This design comes from an exercise in tuning for small area on the open sky130 flow, not from production work.
Only simulation tests tie the RTL to the original design; equivalence was not proved.

==> module alu_6_bit, before the edit <==
module alu_6_bit(
  input         CLK_I,
  input         RST_N_I,
  input  [5:0]  DATA_IN_1_I,
  input  [5:0]  DATA_IN_2_I,
  input  [5:0]  CONTROL_I,
  input         EN_I,
  output [11:0] DATA_OUT_O,
  output        DONE_O,
  output        BUSY_O
);
reg  [2:0]  st_r;
reg         pre_en_r;
reg  [11:0] res_n;    
reg  [11:0] data_out_r;
wire [5:0] a = DATA_IN_1_I;
wire [5:0] b = DATA_IN_2_I;
wire [5:0] c = CONTROL_I;
wire idle  = ~st_r[2] | (st_r[1] & st_r[0]);
wire sel   = st_r[2] & ~st_r[1];
wire exec  = st_r[2] & st_r[1] & ~st_r[0];
wire start = idle & EN_I & ~pre_en_r;
wire valid = (c[5:4] == 2'b00) && (c[3:0] != 4'd0) && (c[3:0] <= 4'd12);
wire op_add = c[3:0] == 4'd1;
wire op_sub = c[3:0] == 4'd2;
wire op_mul = c[3:0] == 4'd3;
wire op_div = c[3:0] == 4'd4;
wire op_and = c[3:0] == 4'd5;
wire op_or  = c[3:0] == 4'd6;
wire op_not = c[3:0] == 4'd7;
wire op_xor = c[3:0] == 4'd8;
wire op_shl = c[3:0] == 4'd9;
wire op_shr = c[3:0] == 4'd10;
wire op_rr  = c[3:0] == 4'd11;
wire op_rl  = c[3:0] == 4'd12;
wire op_sh  = op_shl | op_shr | op_rr | op_rl;
wire [2:0] bm6 = b % 6'd6;
wire       left = op_shl | op_rl;
wire [2:0] ramt = op_sh & ~op_rr & ~op_rl & (b >= 6'd6) ? 3'd7 : (op_shl | op_shr) ? b[2:0] : bm6;
wire [2:0] damt = left ? ramt : ((ramt == 3'd0) ? 3'd0 : 3'd6 - ramt);
wire [5:0] onehot = (ramt == 3'd7) ? 6'd0 : (6'd1 << damt);
wire       op_as = op_add | op_sub;
wire       op_lg = op_and | op_or | op_xor;
wire       inj   = op_as | op_lg;
wire [5:0] m = op_sh ? onehot : inj ? 6'd1 : b;
wire [5:0] bx = b ^ {6{op_sub}};
wire       c0 = op_as & (op_sub ? (a[0] | ~b[0]) : (a[0] & b[0]));
wire [5:0] pp [0:5];
wire [5:0] s  [0:5];
wire [5:0] cc [0:5];
wire [11:0] p;
genvar i, j;
generate
  for (i = 0; i < 6; i = i + 1) begin : g_pp
    for (j = 0; j < 6; j = j + 1) begin : g_pj
      if (i == 1 && j < 5) begin : g_as
        assign pp[i][j] = (a[j] & m[i]) | (bx[j+1] & inj);
      end else if (i == 0 && j == 0) begin : g_b0
        assign pp[i][j] = (a[j] & m[i]) ^ (b[0] & inj);
      end else begin : g_mul
        assign pp[i][j] = a[j] & m[i];
      end
    end
  end
  assign s[0]  = pp[0];
  assign cc[0] = {5'd0, c0};
  for (i = 1; i < 6; i = i + 1) begin : g_row
    for (j = 0; j < 6; j = j + 1) begin : g_col
      wire x = pp[i][j];
      wire y = (j < 5) ? s[i-1][j+1] : 1'b0;
      wire z = cc[i-1][j];
      assign s[i][j]  = x ^ y ^ z;
      assign cc[i][j] = (x & y) | (z & (x ^ y));
    end
  end
  for (i = 0; i < 6; i = i + 1) begin : g_lo
    assign p[i] = s[i][0];
  end
endgenerate
wire [5:0] fc;
assign fc[0] = 1'b0;
generate
  for (j = 0; j < 5; j = j + 1) begin : g_fin
    wire x = s[5][j+1];
    wire z = cc[5][j];
    assign p[6+j]  = x ^ z ^ fc[j];
    assign fc[j+1] = (x & z) | (fc[j] & (x ^ z));
  end
endgenerate
assign p[11] = fc[5] ^ cc[5][5];
wire [5:0] q;
wire [5:0] bz;    
assign bz[0] = 1'b1;
generate
  for (i = 1; i < 6; i = i + 1) begin : g_bz
    assign bz[i] = bz[i-1] & ~b[6-i];
  end
endgenerate
wire [5:0] rm [0:6];
assign rm[6] = 6'd0;
generate
  for (i = 5; i >= 0; i = i - 1) begin : g_div
    localparam integer W = 6 - i;           
    wire [W-1:0] r = {rm[i+1][W-2 >= 0 ? W-2 : 0:0], a[i]};
    wire [W:0]   bw;                       
    wire [W-1:0] d;
    assign bw[0] = 1'b0;
    for (j = 0; j < W; j = j + 1) begin : g_b
      assign d[j]    = r[j] ^ b[j] ^ bw[j];
      assign bw[j+1] = (~r[j] & b[j]) | (bw[j] & ~(r[j] ^ b[j]));
    end
    assign q[i] = bz[W-1 < 5 ? 6 - W : 0] & ~bw[W];
    if (W < 6) begin : g_r
      wire [W-1:0] nr = r ^ ({W{q[i]}} & (b[W-1:0] ^ bw[W-1:0]));
      assign rm[i] = {{(6-W){1'b0}}, nr};
    end else begin : g_r0
      assign rm[i] = 6'd0;
    end
  end
endgenerate
wire ld = ~sel;
wire k_and = (op_and | op_or) & ld;
wire k_xor = (op_or | op_xor) & ld;
wire k_not = op_not & ld;
wire e_lo  = (op_mul | op_as | op_shl | op_rr | op_rl | (op_shr & (b == 6'd0))) & ld;
wire e_hi  = (op_shr | op_rr | op_rl) & ld;
wire e_div = op_div & ld;
wire e_mul = (op_mul | op_add) & ld;
wire e_up  = op_mul & ld;
wire fill  = k_not | (op_sub & ld & ~p[6]);
wire [5:0] xor_v = {s[1][4:0], p[0]};
wire [5:0] and_v = {cc[1][4:0], a[0] & b[0]};
wire [5:0] logic_r = (and_v & {6{k_and}}) | (xor_v & {6{k_xor}}) | (~a & {6{k_not}});
wire [11:0] alu;
wire [11:0] hold = ~res_n & {12{sel}};
assign alu[5:0]  = (p[5:0] & {6{e_lo}}) | (p[11:6] & {6{e_hi}}) |
                   (q & {6{e_div}}) | logic_r | hold[5:0];
assign alu[6]    = (p[6] & e_mul) | fill | hold[6];
assign alu[11:7] = (p[11:7] & {5{e_up}}) | {5{fill}} | hold[11:7];
always @(posedge CLK_I) begin
  pre_en_r <= RST_N_I & EN_I;
  res_n <= ~alu;
  if (~RST_N_I)
    st_r <= 3'b000;
  else if (start)
    st_r <= {2'b10, ~valid};
  else if (sel)
    st_r <= {2'b11, st_r[0]};
  else
    st_r <= 3'b001;
  data_out_r <= (~res_n & {12{RST_N_I & exec}}) | (data_out_r & {12{RST_N_I & (sel | start)}});
end
assign DATA_OUT_O = data_out_r;
assign BUSY_O     = st_r[2];
assign DONE_O     = ~st_r[2] & st_r[0];
endmodule
export LEC_CHECK = 0
export ABC_AREA = 1
export CAP_MARGIN = 0
export CORE_MARGIN = 2
export CORE_UTILIZATION = 55
export GPL_TIMING_DRIVEN = 0
export SLEW_MARGIN = 0
create_clock -name core_clock -period 10.0 [get_ports {CLK_I}]
standard.sh (not shown) runs the stock make flow with config.mk's settings and CLKGATE_MAP_FILE= SYNTH_SCRIPT=/design/flow/synth_recipe.tcl, a recipe that flattens the netlist after the stock synthesis.
==> flow/flow/run.sh <==
#!/bin/bash
# Layout flow: the standard synthesis; then the combinational cells are
# re-mapped for area with yosys/abc in a few variants (registers keep their
# cells and names), the smallest variant is proven equivalent to the standard
# netlist and replaces it; then the standard layout from floorplan on,
# with plain buffers (buf_1) on the ports and a clock tree without dummy
# loads. Each tool's output goes to its own log file in this folder.
set -euo pipefail
here=$(pwd)
export BUFFER_PORTS_ARGS="-buffer_cell sky130_fd_sc_hd__buf_1"
export CTS_ARGS="-root_buf sky130_fd_sc_hd__clkbuf_8 -buf_list sky130_fd_sc_hd__clkbuf_8 -dont_use_dummy_load -repair_clock_nets"
bash standard.sh synth > log_synth.txt 2>&1

res=$(ls -d "$here"/orfs/results/*/alu_6_bit/base)
lib=$FLOW_HOME/platforms/$FLOW_PLATFORM/lib/sky130_fd_sc_hd__tt_025C_1v80.lib
cp "$res/1_2_yosys.v" "$here/std_1_2_yosys.v"
python3 "$here/flow/mkmap.py" "$lib" "$here/comb_map.v" > log_mkmap.txt 2>&1
dontuse=$(sed -n '/DONT_USE_CELLS/,/^$/p' "$FLOW_HOME/platforms/$FLOW_PLATFORM/config.mk" | grep -o 'sky130_fd_sc_hd__[a-z0-9_]*' | sed 's/^/-dont_use /' | tr '\n' ' ')
fill() {  # fill TEMPLATE OUT VARIANT EXTRAMAP
  sed -e "s|{LIB}|$lib|g" -e "s|{NET}|$here/std_1_2_yosys.v|" -e "s|{TOP}|$FLOW_TOP|g" \
      -e "s|{MAP}|$here/comb_map.v|" -e "s|{EXTRAMAP}|$4|" -e "s|{SEQ}|$here/flow/cells_seq.v|" \
      -e "s|{DONTUSE}|$dontuse|" -e "s|{ABC}|$here/flow/resyn.abc|" \
      -e "s|{STAT}|$here/resyn_$3_stat.txt|" -e "s|{OUT}|$here/resyn_$3.v|" "$1" > "$2"
}
fill "$here/flow/resyn.ys" "$here/resyn_keep.ys" keep ""
fill "$here/flow/resyn.ys" "$here/resyn_ha.ys" ha "-map $here/flow/cells_ha.v"
fill "$here/flow/resyn.ys" "$here/resyn_all.ys" all "-map $here/flow/cells_adders.v"
for v in keep ha all; do
  ( yosys -s "$here/resyn_$v.ys" > "log_resyn_$v.txt" 2>&1 || rm -f "$here/resyn_$v.v" ) &
done
wait
best=""; best_area=""
for v in keep ha all; do
  [[ -s "$here/resyn_$v.v" && -s "$here/resyn_${v}_stat.txt" ]] || continue
  a=$(grep 'Chip area' "$here/resyn_${v}_stat.txt" | awk '{print $NF}')
  echo "$v $a" >> log_choice.txt
  if [[ -z "$best" ]] || awk -v x="$a" -v y="$best_area" 'BEGIN{exit !(x<y)}'; then best=$v; best_area=$a; fi
done
if [[ -n "$best" ]]; then
  fill "$here/flow/equiv.ys" "$here/equiv_run.ys" "$best" ""
  if timeout 1200 yosys -s "$here/equiv_run.ys" > log_equiv.txt 2>&1; then
    cp "$here/resyn_$best.v" "$res/1_2_yosys.v"
    rm -f "$res/1_synth.odb" "$res/1_synth.sdc"
    echo "used $best ($best_area), proven equivalent" >> log_choice.txt
  else
    echo "$best not proven equivalent, keeping the standard netlist" >> log_choice.txt
  fi
else
  echo "re-mapping failed, keeping the standard netlist" >> log_choice.txt
fi
bash standard.sh > log_layout.txt 2>&1
Other scripts of this flow, unchanged in this note and not shown: flow/flow/cells_adders.v, flow/flow/cells_ha.v, flow/flow/cells_seq.v, flow/flow/equiv.ys, flow/flow/mkmap.py, flow/flow/resyn.abc, flow/flow/resyn.ys
==> next run, changes <==
--- a/flow/design.v
+++ b/flow/design.v
@@ -12,5 +12,5 @@
 reg  [2:0]  st_r;
 reg         pre_en_r;
-reg  [11:0] res_n;    
+reg  [11:0] res_r;
 reg  [11:0] data_out_r;
 wire [5:0] a = DATA_IN_1_I;
@@ -133,5 +133,5 @@
 wire [5:0] logic_r = (and_v & {6{k_and}}) | (xor_v & {6{k_xor}}) | (~a & {6{k_not}});
 wire [11:0] alu;
-wire [11:0] hold = ~res_n & {12{sel}};
+wire [11:0] hold = res_r & {12{sel}};
 assign alu[5:0]  = (p[5:0] & {6{e_lo}}) | (p[11:6] & {6{e_hi}}) |
                    (q & {6{e_div}}) | logic_r | hold[5:0];
@@ -140,5 +140,5 @@
 always @(posedge CLK_I) begin
   pre_en_r <= RST_N_I & EN_I;
-  res_n <= ~alu;
+  res_r <= alu;
   if (~RST_N_I)
     st_r <= 3'b000;
@@ -149,5 +149,5 @@
   else
     st_r <= 3'b001;
-  data_out_r <= (~res_n & {12{RST_N_I & exec}}) | (data_out_r & {12{RST_N_I & (sel | start)}});
+  data_out_r <= (res_r & {12{RST_N_I & exec}}) | (data_out_r & {12{RST_N_I & (sel | start)}});
 end
 assign DATA_OUT_O = data_out_r;
Effect: The changed run ran to the end with no violations. Wire length increases slightly. Sequential cell count is unchanged. Area after synthesis is about the same. Die area is about the same. Global-route usage fell by 0.28 points.

[separate check: timing with driven ports]
In the flow no input, the clock included, has a driving cell. The finished layouts below were timed again as built, in two steps. Step 1 sets driving cells, clkbuf_16 on the clock port and buf_2 on the other inputs (assumed; they add their load-dependent delay and slew). Step 2 moves the port delays by t, midway between the first and last clock arrival at a register: inputs arrive t later, outputs are due t later. That takes back most of the time a late clock gives input paths. Three values: ideal ports, drivers, drivers and shift; two values: the first two.
run | t (ns) | setup WS [ns] | worst setup path at the end
the first run | 0.280 | 0.972 / 0.972 / 0.692 | input to register
the second run | 0.284 | 1.149 / 1.153 / 0.868 | input to register
After both steps setup and hold are still met in every run listed. For the second run, which loses most, drivers alone change the setup slack by +0.004 ns; drivers and shift together by -0.281 ns.
